Background: an optimization exercise with open tools, aiming at small area. Do not read the settings as production practice.
Function was checked by simulation only, so behaviour that the tests miss may differ from the original.
Power and IR drop assume default switching activity.

==> inputs of branch nickel <==
// lights
module lights(
    input clk,
    input rst,
    input rx,
    output tx,
    output [2*12-1:0] leds
    );
    reg [4:0] rx_sync;
    always @ (posedge clk)
        if (rst) rx_sync <= 5'b11111;
        else     rx_sync <= {rx_sync[3:0], rx};
    reg [20:0] clk_div;
    always @ (posedge clk)
        if (rst) clk_div <= 21'd0;
        else     clk_div <= clk_div + 21'd1;
    wire step = clk_div[11:0] == 12'h801;
    wire adv  = clk_div[11:0] == 12'h802;    
    reg [3:0] pa;
    always @ (posedge clk)
        if (rst || step) pa <= (pa + 4'd1) & {4{~rst}};
    wire [3:0] wa;
    wire [71:0] wd, leds_i, w0, cur, nxt;
    wire byp, pz, nsel;
    wire we;
    wire [1:0] mode;
    serial s(.clk(clk), .rst(rst), .rx(rx_sync[4]), .tx(tx),
             .wa(wa), .d(wd), .we(we), .mode(mode), .ind(leds_i));
    ram72bit p(.clk(clk), .we(we), .wa(wa), .wd(wd), .pa(pa), .adv(adv),
               .w0(w0), .cur(cur), .nxt(nxt), .byp(byp), .pz(pz), .nsel(nsel));
    reg [7:0] r;
    always @ (posedge clk)
        if (rst || step) r <= rst ? 8'd5 : {r[6:0], r[7] ^ r[5] ^ r[4] ^ r[3]};
    wire [23:0] go;
    assign go[0] = (r[3]) & (r[4]) & (r[5]) & (r[6]) & (r[7]);
    assign go[1] = (r[0] ^ r[1] ^ r[2] ^ r[4] ^ r[6] ^ r[7]) & (r[0] ^ r[1] ^ r[2] ^ r[3] ^ r[4] ^ r[6] ^ r[7]) & (r[0] ^ r[1] ^ r[2] ^ r[3] ^ r[6] ^ r[7]) & (r[0] ^ r[1] ^ r[2] ^ r[3] ^ r[5] ^ r[6] ^ r[7]) & (r[0] ^ r[1] ^ r[2] ^ r[3] ^ r[5] ^ r[7]);
    assign go[2] = (r[1] ^ r[4] ^ r[7]) & (r[0] ^ r[2] ^ r[4] ^ r[6]) & (r[1] ^ r[3] ^ r[5] ^ r[7]) & (r[0] ^ r[2] ^ r[5]) & (r[1] ^ r[3] ^ r[6]);
    assign go[3] = (r[1] ^ r[2] ^ r[3] ^ r[4] ^ r[7]) & (r[0] ^ r[2] ^ r[3] ^ r[6]) & (r[1] ^ r[3] ^ r[4] ^ r[7]) & (r[0] ^ r[2] ^ r[6]) & (r[1] ^ r[3] ^ r[7]);
    assign go[4] = (r[1] ^ r[2] ^ r[4] ^ r[7]) & (r[0] ^ r[2] ^ r[3] ^ r[4] ^ r[6]) & (r[1] ^ r[3] ^ r[4] ^ r[5] ^ r[7]) & (r[0] ^ r[2]) & (r[1] ^ r[3]);
    assign go[5] = (r[0] ^ r[3] ^ r[6]) & (r[1] ^ r[4] ^ r[7]) & (r[0] ^ r[2] ^ r[4] ^ r[6]) & (r[1] ^ r[3] ^ r[5] ^ r[7]) & (r[0] ^ r[2] ^ r[5]);
    assign go[6] = (r[2] ^ r[3]) & (r[3] ^ r[4]) & (r[4] ^ r[5]) & (r[5] ^ r[6]) & (r[6] ^ r[7]);
  ...
export LEC_CHECK = 0
export ABC_AREA = 1
export CAP_MARGIN = 20
export CORE_MARGIN = 2
export CORE_UTILIZATION = 70
export SLEW_MARGIN = 20
create_clock -name core_clock -period 10.0 [get_ports {clk}]
standard.sh (not shown) runs the stock make flow with config.mk's settings and CLKGATE_MAP_FILE= SYNTH_SCRIPT=/design/flow/synth_recipe.tcl, a recipe that flattens the netlist after the stock synthesis.
==> flow/flow/run.sh <==
#!/bin/bash
# Standard ORFS layout (the standard.sh) with clock tree synthesis
# arguments of our own: one clock buffer type, sized sink clusters and no
# dummy loads. The make output goes to flow.log; ORFS keeps each step's log
# under orfs/logs.
set -euo pipefail
export CTS_ARGS="-sink_clustering_enable -repair_clock_nets -dont_use_dummy_load -buf_list sky130_fd_sc_hd__clkbuf_8 -sink_clustering_size 18 -sink_clustering_max_diameter 50"
bash standard.sh > flow.log 2>&1
==> branch fjord (differences from branch nickel) <==
--- a/flow/design.v
+++ b/flow/design.v
@@ -186,21 +186,20 @@
     output [2*12-1:0] leds
     );
     reg [4:0] rx_sync;
     always @ (posedge clk)
         if (rst) rx_sync <= 5'b11111;
         else     rx_sync <= {rx_sync[3:0], rx};
-    reg [20:0] clk_div;
-    always @ (posedge clk)
-        if (rst) clk_div <= 21'd0;
-        else     clk_div <= clk_div + 21'd1;
-    wire step = clk_div[11:0] == 12'h801;
-    wire adv  = clk_div[11:0] == 12'h802;    
-    reg [3:0] pa;
-    always @ (posedge clk)
-        if (rst || step) pa <= (pa + 4'd1) & {4{~rst}};
+    reg [20:0] cd;
+    always @ (posedge clk)
+        if (rst) cd <= 21'h7fe;
+        else     cd <= cd + 21'd1;
+    wire step = &cd[11:0];
+    wire adv  = ~|cd[11:0];                  
+    wire [3:0] pa = cd[15:12];
+    wire cd20 = cd[20] ^ (cd[19:0] < 20'h7fe);    
     wire [3:0] wa;
     wire [71:0] wd, leds_i, w0, cur, nxt;
     wire byp, pz, nsel;
     wire we;
     wire [1:0] mode;
     serial s(.clk(clk), .rst(rst), .rx(rx_sync[4]), .tx(tx),
@@ -262,25 +261,26 @@
                 endcase
             always @ (posedge clk)
                 if (rst || step) st <= {st[2:0], f} & {4{~rst}};
             assign leds_r[3*k +: 3] = o;
         end
     endgenerate
-    wire [7:0] pc = clk_div[7:0];
-    wire [2:0] lvl = (pc < 8'd15)  ? 3'd0 :
-                     (pc < 8'd35)  ? 3'd1 :
-                     (pc < 8'd63)  ? 3'd2 :
-                     (pc < 8'd99)  ? 3'd3 :
-                     (pc < 8'd143) ? 3'd4 :
-                     (pc < 8'd195) ? 3'd5 :
-                     (pc < 8'd255) ? 3'd6 : 3'd7;
+    wire [7:0] pc = cd[7:0];
+    wire [2:0] lvl = (pc >= 8'd254) ? 3'd0 :
+                     (pc < 8'd13)   ? 3'd0 :
+                     (pc < 8'd33)   ? 3'd1 :
+                     (pc < 8'd61)   ? 3'd2 :
+                     (pc < 8'd97)   ? 3'd3 :
+                     (pc < 8'd141)  ? 3'd4 :
+                     (pc < 8'd193)  ? 3'd5 :
+                     (pc < 8'd253)  ? 3'd6 : 3'd7;
     function gt3(input [2:0] a, input [2:0] b);
         gt3 = (a[2] & ~b[2]) |
               (~(a[2] ^ b[2]) & ((a[1] & ~b[1]) | (~(a[1] ^ b[1]) & a[0] & ~b[0])));
     endfunction
-    wire sel_r = mode == 2'd2 || (mode == 2'd0 && clk_div[20]);
+    wire sel_r = mode == 2'd2 || (mode == 2'd0 && cd20);
     wire sel_i = mode == 2'd3;
     wire sel_p = !sel_r && !sel_i;
     wire e_wd = sel_p && byp;
     wire e_w0 = sel_p && !byp && pz;
     wire e_n  = sel_p && !byp && !pz && nsel;
     wire e_c  = sel_p && !byp && !pz && !nsel;
==> flow/flow/run.sh (replaced) <==
#!/bin/bash
# The standard layout (standard.sh) with three changes:
#  - synthesis maps the logic with an area-oriented ABC script (flow/area.abc)
#    in place of ORFS's speed script; the standard flow's synthesis script is otherwise
#    used as is (same flip-flop mapping and register names);
#  - ports are buffered with buf_1 (BUFFER_PORTS_ARGS);
#  - clock tree synthesis uses clkbuf_8 leaf clusters of at most 18 sinks
#    within 60 um and no dummy loads.
# The make output goes to flow.log; ORFS keeps each step's log in orfs/logs.
set -euo pipefail
here=$(pwd)
cat > "$here/area_synth.tcl" <<TCL
proc abc {args} {
    set i [lsearch -exact \$args -script]
    if {\$i >= 0} { lset args [expr {\$i + 1}] $here/flow/area.abc }
    yosys abc {*}\$args
}
source $here/synth_recipe.tcl
TCL
sed "s#SYNTH_SCRIPT=[^ ]*#SYNTH_SCRIPT=$here/area_synth.tcl#" standard.sh > area_standard.sh
export CTS_ARGS="-sink_clustering_enable -repair_clock_nets -dont_use_dummy_load -buf_list sky130_fd_sc_hd__clkbuf_8 -sink_clustering_size 18 -sink_clustering_max_diameter 60"
export BUFFER_PORTS_ARGS="-buffer_cell sky130_fd_sc_hd__buf_1"
bash area_standard.sh > flow.log 2>&1
==> flow/flow/area.abc (new file) <==
strash
&get -n
&deepsyn -T 150
&put
dc2
strash
dch -f
map -a
mfs2
strash
dc2
strash
dch -f
map -a
mfs2
strash
dc2
dch -f
map -a
topo
ABC_AREA = default   (was 1)
==> branch sierra (differences from branch nickel) <==
--- a/flow/design.v
+++ b/flow/design.v
@@ -186,21 +186,20 @@
     output [2*12-1:0] leds
     );
     reg [4:0] rx_sync;
     always @ (posedge clk)
         if (rst) rx_sync <= 5'b11111;
         else     rx_sync <= {rx_sync[3:0], rx};
-    reg [20:0] clk_div;
-    always @ (posedge clk)
-        if (rst) clk_div <= 21'd0;
-        else     clk_div <= clk_div + 21'd1;
-    wire step = clk_div[11:0] == 12'h801;
-    wire adv  = clk_div[11:0] == 12'h802;    
-    reg [3:0] pa;
-    always @ (posedge clk)
-        if (rst || step) pa <= (pa + 4'd1) & {4{~rst}};
+    reg [20:0] cd;
+    always @ (posedge clk)
+        if (rst) cd <= 21'h7fe;
+        else     cd <= cd + 21'd1;
+    wire step = &cd[11:0];
+    wire adv  = ~|cd[11:0];                  
+    wire [3:0] pa = cd[15:12];
+    wire cd20 = cd[20] ^ (cd[19:0] < 20'h7fe);    
     wire [3:0] wa;
     wire [71:0] wd, leds_i, w0, cur, nxt;
     wire byp, pz, nsel;
     wire we;
     wire [1:0] mode;
     serial s(.clk(clk), .rst(rst), .rx(rx_sync[4]), .tx(tx),
@@ -262,25 +261,26 @@
                 endcase
             always @ (posedge clk)
                 if (rst || step) st <= {st[2:0], f} & {4{~rst}};
             assign leds_r[3*k +: 3] = o;
         end
     endgenerate
-    wire [7:0] pc = clk_div[7:0];
-    wire [2:0] lvl = (pc < 8'd15)  ? 3'd0 :
-                     (pc < 8'd35)  ? 3'd1 :
-                     (pc < 8'd63)  ? 3'd2 :
-                     (pc < 8'd99)  ? 3'd3 :
-                     (pc < 8'd143) ? 3'd4 :
-                     (pc < 8'd195) ? 3'd5 :
-                     (pc < 8'd255) ? 3'd6 : 3'd7;
+    wire [7:0] pc = cd[7:0];
+    wire [2:0] lvl = (pc >= 8'd254) ? 3'd0 :
+                     (pc < 8'd13)   ? 3'd0 :
+                     (pc < 8'd33)   ? 3'd1 :
+                     (pc < 8'd61)   ? 3'd2 :
+                     (pc < 8'd97)   ? 3'd3 :
+                     (pc < 8'd141)  ? 3'd4 :
+                     (pc < 8'd193)  ? 3'd5 :
+                     (pc < 8'd253)  ? 3'd6 : 3'd7;
     function gt3(input [2:0] a, input [2:0] b);
         gt3 = (a[2] & ~b[2]) |
               (~(a[2] ^ b[2]) & ((a[1] & ~b[1]) | (~(a[1] ^ b[1]) & a[0] & ~b[0])));
     endfunction
-    wire sel_r = mode == 2'd2 || (mode == 2'd0 && clk_div[20]);
+    wire sel_r = mode == 2'd2 || (mode == 2'd0 && cd20);
     wire sel_i = mode == 2'd3;
     wire sel_p = !sel_r && !sel_i;
     wire e_wd = sel_p && byp;
     wire e_w0 = sel_p && !byp && pz;
     wire e_n  = sel_p && !byp && !pz && nsel;
     wire e_c  = sel_p && !byp && !pz && !nsel;
==> flow/flow/run.sh (replaced) <==
#!/bin/bash
# The standard layout (standard.sh) with two changes:
#  - synthesis maps the logic with an area-oriented ABC script (flow/area.abc)
#    in place of ORFS's speed script; the standard flow's synthesis script is otherwise
#    used as is (same flip-flop mapping and register names);
#  - ports are buffered with buf_1 (BUFFER_PORTS_ARGS);
#  - clock tree synthesis uses clkbuf_8 leaf clusters of at most 18 sinks and
#    no dummy loads.
# The make output goes to flow.log; ORFS keeps each step's log in orfs/logs.
set -euo pipefail
here=$(pwd)
cat > "$here/area_synth.tcl" <<TCL
proc abc {args} {
    set i [lsearch -exact \$args -script]
    if {\$i >= 0} { lset args [expr {\$i + 1}] $here/flow/area.abc }
    yosys abc {*}\$args
}
source $here/synth_recipe.tcl
TCL
sed "s#SYNTH_SCRIPT=[^ ]*#SYNTH_SCRIPT=$here/area_synth.tcl#" standard.sh > area_standard.sh
export CTS_ARGS="-sink_clustering_enable -repair_clock_nets -dont_use_dummy_load -buf_list sky130_fd_sc_hd__clkbuf_8 -sink_clustering_size 18 -sink_clustering_max_diameter 60"
export BUFFER_PORTS_ARGS="-buffer_cell sky130_fd_sc_hd__buf_1"
bash area_standard.sh > flow.log 2>&1
==> flow/flow/area.abc (new file) <==
strash
&get -n
&deepsyn -T 60
&put
dc2
strash
dch -f
map -a
mfs2
strash
dc2
strash
dch -f
map -a
mfs2
strash
dc2
dch -f
map -a
topo
ABC_AREA = default   (was 1)
==> out/results.ini <==
[run_status]
status = timing/DRC/antenna clean

[floorplan]
start_util_pct = 70.7

[detailed_routing]
dr.pass1.iters = 5
routed_via_density = 5.96

[synthesis]
yosys.area_share.simple_pct = 6.41

[sta]
layout_setup_ws_ps = 1740

# the run above: branch fjord

==> out/results.ini <==
[floorplan]
start_util_pct = 70.6

[run_status]
status = timing/DRC/antenna clean

[detailed_routing]
drc = 0
dr.pass1.iters = 8
routed_via_density = 5.97

[synthesis]
yosys.area_share.simple_pct = 6.23

[cells_and_area]
stdcell_area_um2 = 50200
finalNonFillerCells = 4389

# the run above: branch sierra

==> out/results.ini <==
[run_status]
status = timing/DRC/antenna clean

[global_routing]
gr-usage-all-layers_pct = 29.1

[detailed_routing]
dr.pass1.iters = 8
routed_via_density = 5.63

[clocking]
post_cts_buffers = 0

[power]
ir_worst_vdd_v = 0.000195

[floorplan]
start_util_pct = 70.9

[synthesis]
yosys.area_share.simple_pct = 13.0

# the run above: branch nickel


==> raven: inputs <==
Starting RTL as in the previous note.
==> flow/config.mk <==
export PLATFORM = sky130hd
export DESIGN_NAME = lights
export DESIGN_NICKNAME = lights
export VERILOG_FILES = /design/flow/design.v
export SDC_FILE = /design/flow/constraint.sdc
export NUM_CORES = 4
export LEC_CHECK = 0
export CAP_MARGIN = 20
export CORE_MARGIN = 2
export CORE_UTILIZATION = 70
export SLEW_MARGIN = 20
==> flow/constraint.sdc <==
create_clock -name core_clock -period 10.0 [get_ports {clk}]
set_input_delay 2.0000 -clock core_clock [delete_from_list [all_inputs] [get_ports {clk}]]
set_output_delay 2.0000 -clock core_clock [all_outputs]
set_load 0.01 [all_outputs]
==> flow/flow/run.sh <==
#!/bin/bash
# Standard ORFS layout (the standard.sh) with clock tree synthesis
# arguments of our own: one clock buffer type, sized sink clusters and no
# dummy loads. The make output goes to flow.log; ORFS keeps each step's log
# under orfs/logs.
set -euo pipefail
export CTS_ARGS="-sink_clustering_enable -repair_clock_nets -dont_use_dummy_load -buf_list sky130_fd_sc_hd__clkbuf_8 -sink_clustering_size 18 -sink_clustering_max_diameter 50"
bash standard.sh > flow.log 2>&1
==> inputs of delta, as changes to raven <==
--- a/flow/design.v
+++ b/flow/design.v
@@ -4,37 +4,34 @@
     input we,               
     input [3:0] wa,         
     input [71:0] wd,        
     input [3:0] pa,         
     input adv,              
-    output reg [71:0] w0,
-    output reg [71:0] cur,
-    output reg [71:0] nxt,
-    output reg byp,         
-    output reg pz,          
-    output reg nsel         
+    output [71:0] douta
     );
     reg [15*72-1:0] ring;    
     reg [3:0] q;
     reg pend;
+    reg [71:0] w0, cur, nxt;
+    reg byp;
     wire ins = pend && (q == wa);
     wire [71:0] x = ins ? wd : ring[71:0];
-    wire stale = adv || nsel;
     always @ (posedge clk) begin
         ring <= {x, ring[15*72-1:72]};
         q <= (q == 4'd15) ? 4'd1 : q + 4'd1;
     end
     always @ (posedge clk) begin
         if (we && wa != 0) pend <= 1'b1;
         else if (ins)      pend <= 1'b0;
         if (we && wa == 0) w0 <= wd;
-        if (q == pa) cur <= x;
-        if (q == pa + 4'd1 && !stale) nxt <= x;
-        nsel <= stale && q != pa && pa != 0;
-        pz <= pa == 0;
+        if (q == pa + 4'd1) nxt <= x;
+        if (pa == 0)        cur <= w0;
+        else if (q == pa)   cur <= x;
+        else if (adv)       cur <= nxt;
         byp <= we || (pend && wa == pa);
     end
+    assign douta = byp ? wd : cur;
 endmodule
 `timescale 1ns / 1ps
 module serial(
     input clk,
     input rst,
@@ -128,21 +125,17 @@
                  (s == IDLE_M) ? rsh :
                  (s == IDLE_I) ? {5'd0, lb} :
                                  {3'd0, led};
     always @ (posedge clk)
         if ((dr && in_rd) || (xmit && in_rbd)) d <= {d[63:0], rsh};
-    wire upd = s == IND2 && !busy;
-    wire [2:0] lbr = lb & {3{~rst}};
     integer c;
-    always @ (posedge clk)
-        for (c = 0; c < 24; c = c + 1)
-            if (rst || (upd && led == c)) ind[3*c +: 3] <= lbr;
     always @ (posedge clk) begin
         xmit <= 1'b0;
         we <= 1'b0;
         if (rst) begin
             mode <= 2'd0;
+            ind <= 72'd0;
             s <= IDLE;
         end else if (idle) begin
             if (dr) begin
                 if (rsh == "w")      s <= RA;
                 else if (rsh == "m") s <= SM;
@@ -167,10 +160,12 @@
             if (dr) begin led <= rsh[4:0]; s <= IND1; end
         end else if (s == IND1) begin
             if (dr) begin lb <= rsh[2:0]; xmit <= 1'b1; s <= IND2; end
         end else if (s == IND2) begin
             if (!busy) begin
+                for (c = 0; c < 24; c = c + 1)
+                    if (led == c) ind[3*c +: 3] <= lb;
                 xmit <= 1'b1;
                 s <= IDLE_I;
             end
         end else begin
             s <= IDLE;
@@ -195,23 +190,24 @@
         else     clk_div <= clk_div + 21'd1;
     wire step = clk_div[11:0] == 12'h801;
     wire adv  = clk_div[11:0] == 12'h802;    
     reg [3:0] pa;
     always @ (posedge clk)
-        if (rst || step) pa <= (pa + 4'd1) & {4{~rst}};
+        if (rst)       pa <= 4'd0;
+        else if (step) pa <= pa + 4'd1;
     wire [3:0] wa;
-    wire [71:0] wd, leds_i, w0, cur, nxt;
-    wire byp, pz, nsel;
+    wire [71:0] wd, leds_i, leds_p;
     wire we;
     wire [1:0] mode;
     serial s(.clk(clk), .rst(rst), .rx(rx_sync[4]), .tx(tx),
              .wa(wa), .d(wd), .we(we), .mode(mode), .ind(leds_i));
     ram72bit p(.clk(clk), .we(we), .wa(wa), .wd(wd), .pa(pa), .adv(adv),
-               .w0(w0), .cur(cur), .nxt(nxt), .byp(byp), .pz(pz), .nsel(nsel));
+               .douta(leds_p));
     reg [7:0] r;
     always @ (posedge clk)
-        if (rst || step) r <= rst ? 8'd5 : {r[6:0], r[7] ^ r[5] ^ r[4] ^ r[3]};
+        if (rst)       r <= 8'd5;
+        else if (step) r <= {r[6:0], r[7] ^ r[5] ^ r[4] ^ r[3]};
     wire [23:0] go;
     assign go[0] = (r[3]) & (r[4]) & (r[5]) & (r[6]) & (r[7]);
     assign go[1] = (r[0] ^ r[1] ^ r[2] ^ r[4] ^ r[6] ^ r[7]) & (r[0] ^ r[1] ^ r[2] ^ r[3] ^ r[4] ^ r[6] ^ r[7]) & (r[0] ^ r[1] ^ r[2] ^ r[3] ^ r[6] ^ r[7]) & (r[0] ^ r[1] ^ r[2] ^ r[3] ^ r[5] ^ r[6] ^ r[7]) & (r[0] ^ r[1] ^ r[2] ^ r[3] ^ r[5] ^ r[7]);
     assign go[2] = (r[1] ^ r[4] ^ r[7]) & (r[0] ^ r[2] ^ r[4] ^ r[6]) & (r[1] ^ r[3] ^ r[5] ^ r[7]) & (r[0] ^ r[2] ^ r[5]) & (r[1] ^ r[3] ^ r[6]);
     assign go[3] = (r[1] ^ r[2] ^ r[3] ^ r[4] ^ r[7]) & (r[0] ^ r[2] ^ r[3] ^ r[6]) & (r[1] ^ r[3] ^ r[4] ^ r[7]) & (r[0] ^ r[2] ^ r[6]) & (r[1] ^ r[3] ^ r[7]);
@@ -233,62 +229,46 @@
     assign go[19] = (r[1] ^ r[2] ^ r[3] ^ r[4] ^ r[6] ^ r[7]) & (r[0] ^ r[2] ^ r[3] ^ r[6] ^ r[7]) & (r[0] ^ r[1] ^ r[3] ^ r[5] ^ r[6] ^ r[7]) & (r[0] ^ r[1] ^ r[2] ^ r[5] ^ r[7]) & (r[0] ^ r[1] ^ r[2] ^ r[3] ^ r[4] ^ r[5]);
     assign go[20] = (r[1] ^ r[2] ^ r[4] ^ r[6] ^ r[7]) & (r[0] ^ r[2] ^ r[3] ^ r[4] ^ r[6] ^ r[7]) & (r[0] ^ r[1] ^ r[3] ^ r[6] ^ r[7]) & (r[0] ^ r[1] ^ r[2] ^ r[5] ^ r[6] ^ r[7]) & (r[0] ^ r[1] ^ r[2] ^ r[3] ^ r[4] ^ r[5] ^ r[7]);
     assign go[21] = (r[0] ^ r[3]) & (r[1] ^ r[4]) & (r[2] ^ r[5]) & (r[3] ^ r[6]) & (r[4] ^ r[7]);
     assign go[22] = (r[2] ^ r[3] ^ r[6]) & (r[3] ^ r[4] ^ r[7]) & (r[0] ^ r[6]) & (r[1] ^ r[7]) & (r[0] ^ r[2] ^ r[4] ^ r[5] ^ r[6]);
     assign go[23] = (r[1] ^ r[3] ^ r[6]) & (r[2] ^ r[4] ^ r[7]) & (r[0] ^ r[3] ^ r[4] ^ r[6]) & (r[1] ^ r[4] ^ r[5] ^ r[7]) & (r[0] ^ r[2] ^ r[4]);
+    reg [2:0] tw_i [0:23];
+    reg [23:0] tw_d;
     wire [71:0] leds_r;
     genvar k;
     generate
         for (k = 0; k < 24; k = k + 1) begin : tw
-            reg [3:0] st;
-            reg f;
-            reg [2:0] o;
-            always @ (*)
-                case (st)
-                    4'b0000: begin f = go[k]; o = 3'd0; end
-                    4'b0001: begin f = 1'b0;  o = 3'd1; end
-                    4'b0010: begin f = 1'b0;  o = 3'd2; end
-                    4'b0100: begin f = 1'b1;  o = 3'd3; end
-                    4'b1001: begin f = 1'b1;  o = 3'd4; end
-                    4'b0011: begin f = 1'b1;  o = 3'd5; end
-                    4'b0111: begin f = 1'b1;  o = 3'd6; end
-                    4'b1111: begin f = 1'b0;  o = 3'd7; end
-                    4'b1110: begin f = 1'b1;  o = 3'd6; end
-                    4'b1101: begin f = 1'b1;  o = 3'd5; end
-                    4'b1011: begin f = 1'b0;  o = 3'd4; end
-                    4'b0110: begin f = 1'b0;  o = 3'd3; end
-                    4'b1100: begin f = 1'b0;  o = 3'd2; end
-                    4'b1000: begin f = 1'b0;  o = 3'd1; end
-                    default: begin f = 1'b0;  o = 3'd0; end
-                endcase
             always @ (posedge clk)
-                if (rst || step) st <= {st[2:0], f} & {4{~rst}};
-            assign leds_r[3*k +: 3] = o;
+                if (rst) begin
+                    tw_i[k] <= 3'd0;
+                    tw_d[k] <= 1'b0;
+                end else if (step) begin
+                    if (tw_i[k] == 3'd0) begin
+                        if (go[k]) tw_i[k] <= 3'd1;
+                    end else if (!tw_d[k]) begin
+                        tw_i[k] <= tw_i[k] + 3'd1;
+                        if (tw_i[k] == 3'd6) tw_d[k] <= 1'b1;
+                    end else begin
+                        tw_i[k] <= tw_i[k] - 3'd1;
+                        if (tw_i[k] == 3'd1) tw_d[k] <= 1'b0;
+                    end
+                end
+            assign leds_r[3*k +: 3] = tw_i[k];
         end
     endgenerate
     wire [7:0] pc = clk_div[7:0];
     wire [2:0] lvl = (pc < 8'd15)  ? 3'd0 :
                      (pc < 8'd35)  ? 3'd1 :
                      (pc < 8'd63)  ? 3'd2 :
                      (pc < 8'd99)  ? 3'd3 :
                      (pc < 8'd143) ? 3'd4 :
                      (pc < 8'd195) ? 3'd5 :
                      (pc < 8'd255) ? 3'd6 : 3'd7;
-    function gt3(input [2:0] a, input [2:0] b);
-        gt3 = (a[2] & ~b[2]) |
-              (~(a[2] ^ b[2]) & ((a[1] & ~b[1]) | (~(a[1] ^ b[1]) & a[0] & ~b[0])));
-    endfunction
     wire sel_r = mode == 2'd2 || (mode == 2'd0 && clk_div[20]);
     wire sel_i = mode == 2'd3;
-    wire sel_p = !sel_r && !sel_i;
-    wire e_wd = sel_p && byp;
-    wire e_w0 = sel_p && !byp && pz;
-    wire e_n  = sel_p && !byp && !pz && nsel;
-    wire e_c  = sel_p && !byp && !pz && !nsel;
-    wire [71:0] v = ({72{e_wd}} & wd) | ({72{e_w0}} & w0) | ({72{e_n}} & nxt) |
-                    ({72{e_c}} & cur) | ({72{sel_r}} & leds_r) | ({72{sel_i}} & leds_i);
+    wire [71:0] v = sel_i ? leds_i : sel_r ? leds_r : leds_p;
     generate
         for (k = 0; k < 24; k = k + 1) begin : pwm
-            assign leds[k] = gt3(v[3*k +: 3], lvl);
+            assign leds[k] = v[3*k +: 3] > lvl;
         end
     endgenerate
 endmodule
==> flow/run.sh (new file) <==
#!/bin/bash
# synth_recipe.tcl (not shown) runs the flow's synth.tcl, then flattens the netlist and writes it again
# the make line also repeats each setting of config.mk as NAME=value (left out here)
make -C /OpenROAD-flow-scripts/flow DESIGN_CONFIG=/design/flow/config.mk WORK_HOME=/design/flow/orfs CLKGATE_MAP_FILE= SYNTH_SCRIPT=/design/flow/synth_recipe.tcl finish
Settings changed: CORE_UTILIZATION 70 to 45.
removed: flow/flow/run.sh
removed: flow/standard.sh
==> inputs of fjord, as changes to raven <==
--- a/flow/design.v
+++ b/flow/design.v
@@ -187,19 +187,18 @@
     );
     reg [4:0] rx_sync;
     always @ (posedge clk)
         if (rst) rx_sync <= 5'b11111;
         else     rx_sync <= {rx_sync[3:0], rx};
-    reg [20:0] clk_div;
-    always @ (posedge clk)
-        if (rst) clk_div <= 21'd0;
-        else     clk_div <= clk_div + 21'd1;
-    wire step = clk_div[11:0] == 12'h801;
-    wire adv  = clk_div[11:0] == 12'h802;    
-    reg [3:0] pa;
-    always @ (posedge clk)
-        if (rst || step) pa <= (pa + 4'd1) & {4{~rst}};
+    reg [20:0] cd;
+    always @ (posedge clk)
+        if (rst) cd <= 21'h7fe;
+        else     cd <= cd + 21'd1;
+    wire step = &cd[11:0];
+    wire adv  = ~|cd[11:0];                  
+    wire [3:0] pa = cd[15:12];
+    wire cd20 = cd[20] ^ (cd[19:0] < 20'h7fe);    
     wire [3:0] wa;
     wire [71:0] wd, leds_i, w0, cur, nxt;
     wire byp, pz, nsel;
     wire we;
     wire [1:0] mode;
@@ -263,23 +262,24 @@
             always @ (posedge clk)
                 if (rst || step) st <= {st[2:0], f} & {4{~rst}};
             assign leds_r[3*k +: 3] = o;
         end
     endgenerate
-    wire [7:0] pc = clk_div[7:0];
-    wire [2:0] lvl = (pc < 8'd15)  ? 3'd0 :
-                     (pc < 8'd35)  ? 3'd1 :
-                     (pc < 8'd63)  ? 3'd2 :
-                     (pc < 8'd99)  ? 3'd3 :
-                     (pc < 8'd143) ? 3'd4 :
-                     (pc < 8'd195) ? 3'd5 :
-                     (pc < 8'd255) ? 3'd6 : 3'd7;
+    wire [7:0] pc = cd[7:0];
+    wire [2:0] lvl = (pc >= 8'd254) ? 3'd0 :
+                     (pc < 8'd13)   ? 3'd0 :
+                     (pc < 8'd33)   ? 3'd1 :
+                     (pc < 8'd61)   ? 3'd2 :
+                     (pc < 8'd97)   ? 3'd3 :
+                     (pc < 8'd141)  ? 3'd4 :
+                     (pc < 8'd193)  ? 3'd5 :
+                     (pc < 8'd253)  ? 3'd6 : 3'd7;
     function gt3(input [2:0] a, input [2:0] b);
         gt3 = (a[2] & ~b[2]) |
               (~(a[2] ^ b[2]) & ((a[1] & ~b[1]) | (~(a[1] ^ b[1]) & a[0] & ~b[0])));
     endfunction
-    wire sel_r = mode == 2'd2 || (mode == 2'd0 && clk_div[20]);
+    wire sel_r = mode == 2'd2 || (mode == 2'd0 && cd20);
     wire sel_i = mode == 2'd3;
     wire sel_p = !sel_r && !sel_i;
     wire e_wd = sel_p && byp;
     wire e_w0 = sel_p && !byp && pz;
     wire e_n  = sel_p && !byp && !pz && nsel;
==> flow/flow/run.sh (replaced) <==
#!/bin/bash
# The standard layout (standard.sh) with two changes:
#  - synthesis maps the logic with an area-oriented ABC script (flow/area.abc)
#    in place of ORFS's speed script; the standard flow's synthesis script is otherwise
#    used as is (same flip-flop mapping and register names);
#  - clock tree synthesis uses clkbuf_8 leaf clusters of at most 18 sinks and
#    no dummy loads.
# The make output goes to flow.log; ORFS keeps each step's log in orfs/logs.
set -euo pipefail
here=$(pwd)
cat > "$here/area_synth.tcl" <<TCL
proc abc {args} {
    set i [lsearch -exact \$args -script]
    if {\$i >= 0} { lset args [expr {\$i + 1}] $here/flow/area.abc }
    yosys abc {*}\$args
}
source $here/synth_recipe.tcl
TCL
sed "s#SYNTH_SCRIPT=[^ ]*#SYNTH_SCRIPT=$here/area_synth.tcl#" standard.sh > area_standard.sh
export CTS_ARGS="-sink_clustering_enable -repair_clock_nets -dont_use_dummy_load -buf_list {sky130_fd_sc_hd__clkbuf_4 sky130_fd_sc_hd__clkbuf_8} -sink_clustering_size 12 -sink_clustering_max_diameter 40"
export BUFFER_PORTS_ARGS="-buffer_cell sky130_fd_sc_hd__buf_1"
bash area_standard.sh > flow.log 2>&1
==> flow/flow/area.abc (new file) <==
strash
&get -n
&deepsyn -T 60
&put
dc2
strash
dch -f
map -a
mfs2
strash
dc2
strash
dch -f
map -a
mfs2
strash
dc2
dch -f
map -a
topo
==> qor summary <==
Outcome: raven complete, no violations; delta complete, no violations; fjord complete, no violations
Antenna violations before repair: raven 1; delta 1; fjord 2
Met2 WL: raven 44300 um; delta 44900 um; fjord 47300 um
Switching power total: raven 2.19 mW; delta 2.69 mW; fjord 2.80 mW
Beginning of the worst register-to-register path: raven clk_div[6]$_SDFF_PP0_; delta pa[2]$_SDFFE_PP0P_; fjord s.s[2]$_SDFFE_PP0P_
Largest net degree at the start of global routing: raven 109; delta 87; fjord 84
Floorplan die width: raven 271 um; delta 344 um; fjord 264 um
Register bit count reported by yosys: raven 1644; delta 1642; fjord 1640
Initial standard-cell utilization of the core: raven 0.710; delta 0.454; fjord 0.706
Cells after synthesis: raven 3424; delta 4027; fjord 3380
Share of the synthesized netlist area taken by xor and xnor gates: raven 0.0185; delta 0.0215; fjord 0.00683
Clock buffers: raven 116; delta 221; fjord 172
Share of the synthesized area in compound gates (AO/OA/AOI/OAI): raven 0.0775; delta 0.0800; fjord 0.0763

[port drivers added, routing unchanged]
The flow's constraints put no driver on any port. The routed layouts listed below were extracted and timed again, unchanged, in two steps.
Step 1 sets driving cells, clkbuf_16 on the clock port and buf_2 on the other inputs (assumed; they add their load-dependent delay and slew).
Step 2, shift: input delay + t, output delay - t, t = (earliest + latest rising clock arrival at the registers) / 2. This alone moves slack from input paths to output paths.
a / b / c = no drivers / after step 1 / after step 2; a / b = the first two.
run | shift t [ns] | setup WS [ns] | worst register clock-pin slew, ns | worst slew at a driven data input, ns
branch nickel | 0.848 | 3.076 / 3.015 / 3.863 | 0.11 / 0.11 | 0.04
branch fjord | 0.774 | 1.740 / 1.680 / 2.455 | 0.11 / 0.11 | 0.03
branch sierra | 0.780 | 2.060 / 2.003 / 2.783 | 0.12 / 0.12 | 0.04
raven | 0.788 | 3.329 / 3.265 / 4.053 | 0.11 / 0.11 | 0.04
delta | 0.821 | 3.554 / 3.483 / 4.303 | 0.07 / 0.07 | 0.04
fjord | 0.826 | 1.939 / 1.880 / 2.706 | 0.08 / 0.08 | 0.04
After both steps every run listed still meets setup and hold.
